From an optimization exercise on the open Yosys and OpenROAD flow, aimed at small area, a short achievable clock period and few clock cycles; shortcuts taken in it are not production practice. The RTL was checked by simulation tests, not by an equivalence proof against the original design. Power is estimated from default activity; no workload was simulated.

===== design/flow/design.v =====
module PE (
  input wire clk,
  input wire rst_n,
  input wire [7:0]in_a,
  input wire [7:0]in_b,
  input wire reset_PE,
  output reg [7:0]out_a,
  output reg [7:0]out_b,
  output reg [7:0]out_c
);
reg [7:0] temp_c;
always @(posedge clk or negedge rst_n)begin 
  if(!rst_n)begin
    out_c  <= 0;
    out_a  <= 0;
    out_b  <= 0;
  end  
  else if(reset_PE) begin
    out_c  <= 0;
    out_a  <= 0;
    out_b  <= 0;
  end
  else begin
      out_c  <= out_c + in_a*in_b;
      out_a  <= in_a;
      out_b  <= in_b;
  end    
end
endmodule
module controller (
  input wire clk,
  input wire rst_n,
  input wire start,
  input wire [7:0] value_a,
  input wire [7:0] value_b,
  output reg [10:0] addr_a,
  output reg [10:0] addr_b,
  output reg en_a,
  output reg en_b,
  output reg [7:0] in_a0,
  output reg [7:0] in_a1,
  output reg [7:0] in_a2,
  output reg [7:0] in_a3,
  output reg [7:0] in_b0,
  output reg [7:0] in_b1,
  output reg [7:0] in_b2,
  output reg [7:0] in_b3,
  output reg reset_PE,
  output reg out_valid
);
  reg [7:0] a [0:15];
  reg [7:0] b [0:15];
  reg [7:0] k;
  reg [7:0] i,i_next;
  reg [7:0] j,j_next;
  reg       [ 3:0] state, state_next;
  parameter [ 3:0] IDLE    = 4'b0000;
  parameter [ 3:0] LOAD    = 4'b0001;
  parameter [ 3:0] CATCH   = 4'b0010;
  parameter [ 3:0] RST_PE  = 4'b0011;
  parameter [ 3:0] stage1  = 4'b0100;
  parameter [ 3:0] stage2  = 4'b0101;
  parameter [ 3:0] stage3  = 4'b0110;
  parameter [ 3:0] stage4  = 4'b0111;
  parameter [ 3:0] stage5  = 4'b1000;
  parameter [ 3:0] stage6  = 4'b1001;
  parameter [ 3:0] stage7  = 4'b1010;
  parameter [ 3:0] stage8  = 4'b1011;
  parameter [ 3:0] stage9  = 4'b1100;
  parameter [ 3:0] stage10 = 4'b1101;
  parameter [ 3:0] stage11 = 4'b1110;
  parameter [ 3:0] OUT     = 4'b1111;
always@ (posedge clk or negedge rst_n) begin
  if(!rst_n)begin
    state <= IDLE;
    en_a <= 0;
    en_b <= 0;
  end  
  else begin
    en_a <= 1;
    en_b <= 1;
    state <= state_next;
  end
end
always@ (posedge clk) begin
    i <= i_next;
    j <= j_next;
    if(state == CATCH) begin
       a[j] <= value_a;
       b[j] <= value_b;
    end
end
always@* begin
  case(state)
      IDLE:begin
        if(start)
          state_next = LOAD;
        else
          state_next = IDLE;
      end
      LOAD:begin
          state_next = CATCH;
      end
      CATCH:begin
        if(j!=15)
          state_next = LOAD;
        else
          state_next = RST_PE; 
      end
      RST_PE:begin
         state_next = stage1;
      end
      stage1:begin
         state_next = stage2;
      end
      stage2:begin
         state_next = stage3;
      end
      stage3:begin
         state_next = stage4;
      end
      stage4:begin
         state_next = stage5;
      end
      stage5:begin
         state_next = stage6;
      end
      stage6:begin
         state_next = stage7;
      end
      stage7:begin
         state_next = stage8;
      end
      stage8:begin
         state_next = stage9;
      end
      stage9:begin
         state_next = stage10;
      end
      stage10:begin
         state_next = stage11;
      end
      stage11:begin
         state_next = OUT;
      end
      OUT :begin
         state_next = LOAD;
      end
  endcase 
end  
always@* begin
  case(state)
      IDLE:begin
       addr_a = 0;
       addr_b = 0;
       out_valid = 0;
       reset_PE = 0;
       i_next=0;
       j_next=0;
      end
      LOAD:begin
       addr_a = {i ,{4{1'b0}}}  + j;
       addr_b = {i ,{4{1'b0}}}  + j;
       out_valid = 0;
       reset_PE = 1;
       i_next=i;
       j_next=j;
      end
      CATCH:begin
       addr_a = {i ,{4{1'b0}}}  + j;
       addr_b = {i ,{4{1'b0}}}  + j;
       out_valid = 0;
       reset_PE = 1;
       if(j!=15)begin
         i_next = i;
         j_next = j+1;
       end
       else begin
         i_next = i+1;
         j_next = 0;
       end
      end
      RST_PE:begin
         addr_a = 0;
         addr_b = 0;
         out_valid = 0;
         reset_PE = 0;
         i_next=i;
         j_next=0;
      end 
      OUT:begin
         addr_a = 0;
         addr_b = 0;
         out_valid = 1;
         reset_PE = 0;
         i_next=i;
         j_next=0;
      end
      default:begin
         addr_a = 0;
         addr_b = 0;
         out_valid = 0;
         reset_PE = 0;
         i_next=i;
         j_next=0;
      end
  endcase 
end  
always@* begin
  case(state)
      stage1:begin
         in_a0 = a[0];
         in_a1 = 0; 
         in_a2 = 0;
         in_a3 = 0;
         in_b0 = b[0];
         in_b1 = 0;
         in_b2 = 0;
         in_b3 = 0;
      end
      stage2:begin
         in_a0 = a[1];
         in_a1 = a[4]; 
         in_a2 = 0;
         in_a3 = 0;
         in_b0 = b[4];
         in_b1 = b[1];
         in_b2 = 0;
         in_b3 = 0;
      end
      stage3:begin
         in_a0 = a[2];
         in_a1 = a[5]; 
         in_a2 = a[8];
         in_a3 = 0;
         in_b0 = b[8];
         in_b1 = b[5];
         in_b2 = b[2];
         in_b3 = 0;
      end
      stage4:begin
         in_a0 = a[3];
         in_a1 = a[6]; 
         in_a2 = a[9];
         in_a3 = a[12];
         in_b0 = b[12];
         in_b1 = b[9];
         in_b2 = b[6];
         in_b3 = b[3];
      end
      stage5:begin
         in_a0 = 0;
         in_a1 = a[7]; 
         in_a2 = a[10];
         in_a3 = a[13];
         in_b0 = 0;
         in_b1 = b[13];
         in_b2 = b[10];
         in_b3 = b[7];
      end
      stage6:begin
         in_a0 = 0;
         in_a1 = 0; 
         in_a2 = a[11];
         in_a3 = a[14];
         in_b0 = 0;
         in_b1 = 0;
         in_b2 = b[14];
         in_b3 = b[11];
      end
      stage7:begin
         in_a0 = 0;
         in_a1 = 0; 
         in_a2 = 0;
         in_a3 = a[15];
         in_b0 = 0;
         in_b1 = 0;
         in_b2 = 0;
         in_b3 = b[15];
      end
      default : begin
         in_a0 = 0;
         in_a1 = 0; 
         in_a2 = 0;
         in_a3 = 0;
         in_b0 = 0;
         in_b1 = 0;
         in_b2 = 0;
         in_b3 = 0;
      end
  endcase 
end  
endmodule
module systolic_mm (
  input  wire        clk,
  input  wire        rst_n,
  input  wire        start,
  input  wire [7:0]  q_a,
  input  wire [7:0]  q_b,
  output wire [10:0] addr_a,
  output wire        en_a,
  output wire [10:0] addr_b,
  output wire        en_b,
  output wire        out_valid,
  output wire [7:0]  out_c0,
  output wire [7:0]  out_c1,
  output wire [7:0]  out_c2,
  output wire [7:0]  out_c3,
  output wire [7:0]  out_c4,
  output wire [7:0]  out_c5,
  output wire [7:0]  out_c6,
  output wire [7:0]  out_c7,
  output wire [7:0]  out_c8,
  output wire [7:0]  out_c9,
  output wire [7:0]  out_c10,
  output wire [7:0]  out_c11,
  output wire [7:0]  out_c12,
  output wire [7:0]  out_c13,
  output wire [7:0]  out_c14,
  output wire [7:0]  out_c15
);
  wire [7:0] in_a0,in_a1,in_a2,in_a3;
  wire [7:0] in_b0,in_b1,in_b2,in_b3;
  wire [7:0] a0_1,a1_2,a2_3 ,a4_5,a5_6,a6_7 ,a8_9,a9_10,a10_11,a12_13,a13_14,a14_15;
  wire [7:0] b0_4,b4_8,b8_12,b1_5,b5_9,b9_13,b2_6,b6_10,b10_14,b3_7  ,b7_11 ,b11_15;
  wire [7:0] x0,x1,x2,x3,x4,x5,x6,x7;
  wire reset_PE;
  PE pe0 (clk,rst_n,in_a0 ,in_b0 ,reset_PE ,a0_1  ,b0_4  ,out_c0);
  PE pe1 (clk,rst_n,a0_1  ,in_b1 ,reset_PE ,a1_2  ,b1_5  ,out_c1);
  PE pe2 (clk,rst_n,a1_2  ,in_b2 ,reset_PE ,a2_3  ,b2_6  ,out_c2);
  PE pe3 (clk,rst_n,a2_3  ,in_b3 ,reset_PE ,x0    ,b3_7  ,out_c3);
  PE pe4 (clk,rst_n,in_a1 ,b0_4  ,reset_PE ,a4_5  ,b4_8  ,out_c4);
  PE pe5 (clk,rst_n,a4_5  ,b1_5  ,reset_PE ,a5_6  ,b5_9  ,out_c5);
  PE pe6 (clk,rst_n,a5_6  ,b2_6  ,reset_PE ,a6_7  ,b6_10 ,out_c6);
  PE pe7 (clk,rst_n,a6_7  ,b3_7  ,reset_PE ,x1    ,b7_11 ,out_c7);
  PE pe8 (clk,rst_n,in_a2 ,b4_8  ,reset_PE ,a8_9  ,b8_12 ,out_c8);
  PE pe9 (clk,rst_n,a8_9  ,b5_9  ,reset_PE ,a9_10 ,b9_13 ,out_c9);
  PE pe10(clk,rst_n,a9_10 ,b6_10 ,reset_PE ,a10_11,b10_14,out_c10);
  PE pe11(clk,rst_n,a10_11,b7_11 ,reset_PE ,x2    ,b11_15,out_c11);
  PE pe12(clk,rst_n,in_a3 ,b8_12 ,reset_PE ,a12_13,x4    ,out_c12);
  PE pe13(clk,rst_n,a12_13,b9_13 ,reset_PE ,a13_14,x5    ,out_c13);
  PE pe14(clk,rst_n,a13_14,b10_14,reset_PE ,a14_15,x6    ,out_c14);
  PE pe15(clk,rst_n,a14_15,b11_15,reset_PE ,x3    ,x7    ,out_c15);
  controller ctrl(
    .clk(clk),
    .rst_n(rst_n),
    .start(start),
    .value_a(q_a),
    .value_b(q_b),
    .addr_a(addr_a),
    .addr_b(addr_b),
    .en_a(en_a),
    .en_b(en_b),
    .in_a0(in_a0),
    .in_a1(in_a1),
    .in_a2(in_a2),
    .in_a3(in_a3),
    .in_b0(in_b0),
    .in_b1(in_b1),
    .in_b2(in_b2),
    .in_b3(in_b3),
    .reset_PE(reset_PE),
    .out_valid(out_valid)
  );
endmodule

===== design/flow/run.sh =====
#!/bin/bash
# synth_recipe.tcl (not shown) runs the flow's synth.tcl, then flattens the netlist and writes it again
# the make line also repeats each setting of config.mk as NAME=value (left out here)
make -C /OpenROAD-flow-scripts/flow DESIGN_CONFIG=/design/flow/config.mk WORK_HOME=/design/flow/orfs CLKGATE_MAP_FILE= SYNTH_SCRIPT=/design/flow/synth_recipe.tcl finish

===== design/flow/config.mk =====
export PLATFORM = sky130hd
export DESIGN_NAME = systolic_mm
export DESIGN_NICKNAME = systolic_mm
export VERILOG_FILES = /design/flow/design.v
export SDC_FILE = /design/flow/constraint.sdc
export NUM_CORES = 4
export LEC_CHECK = 0
export CAP_MARGIN = 20
export CORE_MARGIN = 2
export CORE_UTILIZATION = 40
export SLEW_MARGIN = 20

===== design/flow/constraint.sdc =====
create_clock -name core_clock -period 7.0 [get_ports {clk}]
set_input_delay 1.4000 -clock core_clock [delete_from_list [all_inputs] [get_ports {clk}]]
set_output_delay 1.4000 -clock core_clock [all_outputs]
set_load 0.01 [all_outputs]

==> Implementation_results.wiki <==
{| class="wikitable"
! Metric !! Value
|-
| Cell depth of the worst hold path || 1
|-
| Origin of the critical flop-to-flop path || ctrl.state[1]
|-
| Worst Slack Setup Final || 1030 ps
|-
| Final core utilization || 46.4%
|-
| Worst min-delay path category || register to register
|-
| Leading register cell type out of synthesis || dfrtp_1
|-
| Drt total wl || just under 90 mm
|-
| R2r endpoint || pe12.out_c[7]
|-
| Count of flip-flops with a built-in enable after synthesis || 271
|-
| Total non-filler cell area in the finished layout || 0.0433 sq mm
|-
| Fraction of post-synthesis cell area in the top cell type by area || 21.5%
|-
| Seq/Total Area, Yosys || 43.0%
|-
| Post-synthesis adder-cell area fraction || 24.6%
|-
| Leading post-synthesis cells by cell area || edfxtp_1 22%, dfrtp_1 21%, fa_1 15%
|-
| Cells along the critical path || nor2b_2 > buf_4 > buf_4 > a22oi_1 > o21ai_1 > nand2_1 > fa_1 > fa_1 > inv_1 > fa_1 > inv_1 > fa_1 > inv_1 > ha_1 > a21oi_1 > xnor2_1 > xnor3_1 > xnor3_1 > nor2_1
|-
| Final setup fails || 0
|-
| Required time at the worst-slack endpoint || 7460 ps
|-
| Clk sink count || 596
|-
| Synth Area in Compound Gates || between 3 and 4%
|-
| Clock tree skew after final layout || 42.2 ps
|-
| Setup TNS after final layout || 0 ps
|-
| Crit path time final || 5970 ps
|-
| Count of instances resized after the clock tree is built || 0
|-
| Area grow syn2layout || 14.5%
|-
| Portion of the clock cycle consumed by the worst path in the final layout || 85.3%
|-
| Share of flip-flops with an asynchronous set or reset || between 50% and 60%
|-
| Clock buffers created by TritonCTS || 72
|-
| Regs by FF count || ctrl.a (128), ctrl.b (128)
|-
| Depth of the worst register-to-register path || 19
|-
| Pwr/cell area || about 370 mW/mm^2
|-
| Global-route wire length before repair || around 140 mm
|-
| Die Y || 312 um
|-
| Number of detailed-routing iterations run before antenna repair || 5
|-
| # Post-CTS Setup Buffers || 0
|-
| Outcome || complete, no violations
|-
| Synth Area per Inst || 11.4 sq um
|-
| Synthesized instance count || between 3000 and 4000
|-
| Hold Path Origin || pe7.out_b[7]
|-
| Number of H-tree branching levels || 3
|-
| Slowest cell on crit path || dfrtp_1
|-
| Final GP Congestion || 0.856
|-
| Deepest clock path buffer count || 3
|-
| Fin. max-slew vios || 0
|-
| GRT Residual Overflow || 0
|-
| Global router's overall resource usage || between 10% and 20%
|-
| Routed metal-1 wire length || 38.2 mm
|-
| Delay contributed by the slowest stage of the critical path || 770 ps
|-
| Total via count after detailed routing || 22700
|-
| Hold path endpoint || pe11.out_b[7]
|-
| Achievable clock frequency || ~170 MHz
|-
| Placed instance area || 0.0409 sq mm
|-
| Xor and xnor area share after synthesis || 7.23%
|-
| Met2 Routed Length || 43.6 mm
|-
| Post-layout total power || around 16 mW
|-
| Post-synth top cells || 560 x inv_1, 402 x and2_1, 387 x nand2_1
|-
| Register-to-Register Setup Slack || ~1000 ps
|-
| Uppermost signal routing layer after detailed routing || met4
|-
| Antenna Violating Nets Remaining || 0
|-
| Cell type with the highest occurrence count on the critical path || fa_1
|-
| Number of register bits inferred by synthesis || 596
|-
| Netlist cell types || 53
|-
| Hold-fix buffers, CTS || 0
|-
| Remaining design rule violation count || 0
|-
| Cell area after technology mapping || 0.0378 sq mm
|-
| Horizontal die dimension || 312 um
|-
| Vias in the first global route || approximately 24000
|-
| Proportion of layout cells with a drive suffix above 1 || 5.86%
|-
| Kind of critical path || register to register
|-
| Routed WL per cell || 18.2 um
|-
| Critical path's top delay family || adder cells
|-
| Worst-Margin Slew || around 1100 ps
|-
| First DRT Iteration DRCs || 1220
|-
| Worst VDD drop || 0.000236 V
|-
| Clock insertion delay at the later pin of the skew report || 640 ps
|-
| NumNets Final || 4066
|-
| Number of buffer and inverter stages on the critical path || 5
|-
| Dpl hpwl || 64.2 mm
|-
| Main combinational cell family by area after synthesis || adder cells
|-
| Endpoint class of the critical path || register
|-
| Worst path arrival time || 6430 ps
|-
| Total of warnings raised by yosys || 2
|-
| Cell with the most instances after synthesis || inv_1
|-
| Number of antenna violations at the first check in global routing || 2
|-
| CP max FO || 17
|-
| I/O pin count || around 170
|-
| Headroom to the max-slew limit || 28.7%
|-
| Final number of hold-violating endpoints || 0
|-
| Full die area || 0.0971 sq mm
|-
| Max-cap check violation count || 0
|-
| Standard cell core area || ~0.093 sq mm
|-
| Area leader, netlist || edfxtp_1
|-
| CTS root buf || clkbuf_16
|-
| Detail Route met3 WL || 3.32 mm
|-
| Post-Syn Nets || 3897
|-
| Port Buffer Count || 171
|-
| Critical Path Start Type || register
|-
| Clock-pin slew on the worst setup and hold paths || about 60 ps
|-
| Cell leakage power || 19.8 nW
|-
| Vias/cell || 4.73
|-
| Area share of and/or/nand/nor cells after synthesis || 12.7%
|-
| Setup repair after global routing missed its margin || false
|-
| Pre-CTS setup slack || 1040 ps
|-
| Initial core utilization || between 40% and 50%
|-
| Multiplexer area fraction after synthesis || 1.77%
|-
| Pin count of the biggest net entering global routing || 200
|-
| Total number of placement rows || between 100 and 150
|-
| TritonCTS clock tree || built
|}
-- worst max path at each step --
| stage | start | slack, ps | to | depth (start not counted) |
|---|---|---|---|---|
| 6_report | ctrl.state[1] | 1030 | pe12.out_c[7] | 19 |
| 5_1_grt | ctrl.state[1] | 680 | pe12.out_c[7] | 23 |
| 4_1_cts | ctrl.state[1] | 1050 | pe12.out_c[7] | 19 |
| 3_5_place_dp | ctrl.state[1] | 1040 | pe12.out_c[7] | 19 |
| 3_3_place_gp | ctrl.state[0] | 1160 | pe1.out_c[7] | 19 |
| 2_1_floorplan | ctrl.state[1] | 1990 | pe4.out_c[7] | 21 |
-- layout make-up --
type                            instances  area (sq um)
Tap cell                             1254          1570
Clock inverter                         26           418
Multi-Input combinational cell       2054         19000
Clock buffer                          106          2010
Antenna cell                            2          5.00
Sequential cell                       596         16300
Inverter                              560          2100
Fill cell                            8659         50100
Timing Repair Buffer                  193          1930
-- per-layer routing --
metal  vias to the layer above  track usage, %
li1                      10700               -
met1                     11400            24.5
met2                       393            32.1
met3                       117            2.80
met4                         0            5.25
met5                         -               0
-- layout by cell type, fill, tap and decap left out, types with 34 or more instances in the layout --
master,synthesis,routed
clkbuf_16,0,73
nor2_1,101,90
ha_1,281,281
a21o_1,34,34
and2_1,402,402
xor2_1,57,57
xnor2_1,212,212
inv_1,560,560
nand2_1,387,387
a22oi_1,48,48
edfxtp_1,271,271
clkdlybuf4s50_1,0,170
dfrtp_1,325,324
fa_1,289,289
a21oi_1,37,37
-- per-stage QoR --
step	hold slack [ps]	instances
finish	470	4791
global route	488	4789
CTS	470	4789
detailed placement	469	4657
global placement	468	4656
floorplan	446	3308
-- report_power, final --
part | switching, mW | total, mW | internal [mW]
Clock | 1.53 | 3.80 | 2.28
Sequential | 1.23 | 5.75 | 4.52
Combinational | 3.58 | 6.54 | 2.95
-- logic make-up after synthesis --
logic type / Yosys count
buf+inv: 658
mux: 48
other cells: 1
simple gates: 954
compound gates: 194
fa+ha+maj: 570
xor+xnor: 287
flops: 596
Testbench counts, summed over its fixed seeds: cycles 92,160.

==> static timing again, ports no longer ideal <==
In the flow no input, the clock included, has a driving cell. The finished layout below was timed again as built, in two steps. Step 1 assumes that a clkbuf_16 drives the clock port and a buf_2 every other input. Step 2 times the ports against the registers' clock, not the clock port: input delays grow and output delays shrink by t, the midpoint of the rising clock arrivals with the driver on. Three values: ideal ports, drivers, drivers and shift; two values: the first two.
t, ns: 0.684
setup slack, ns: 1.032 / 1.032 / 1.032
worst setup path after step 2: register to register
After both steps this run still meets setup and hold. The setup slack of this run moves by 0.000 ns with the drivers and by 0.000 ns with both steps.
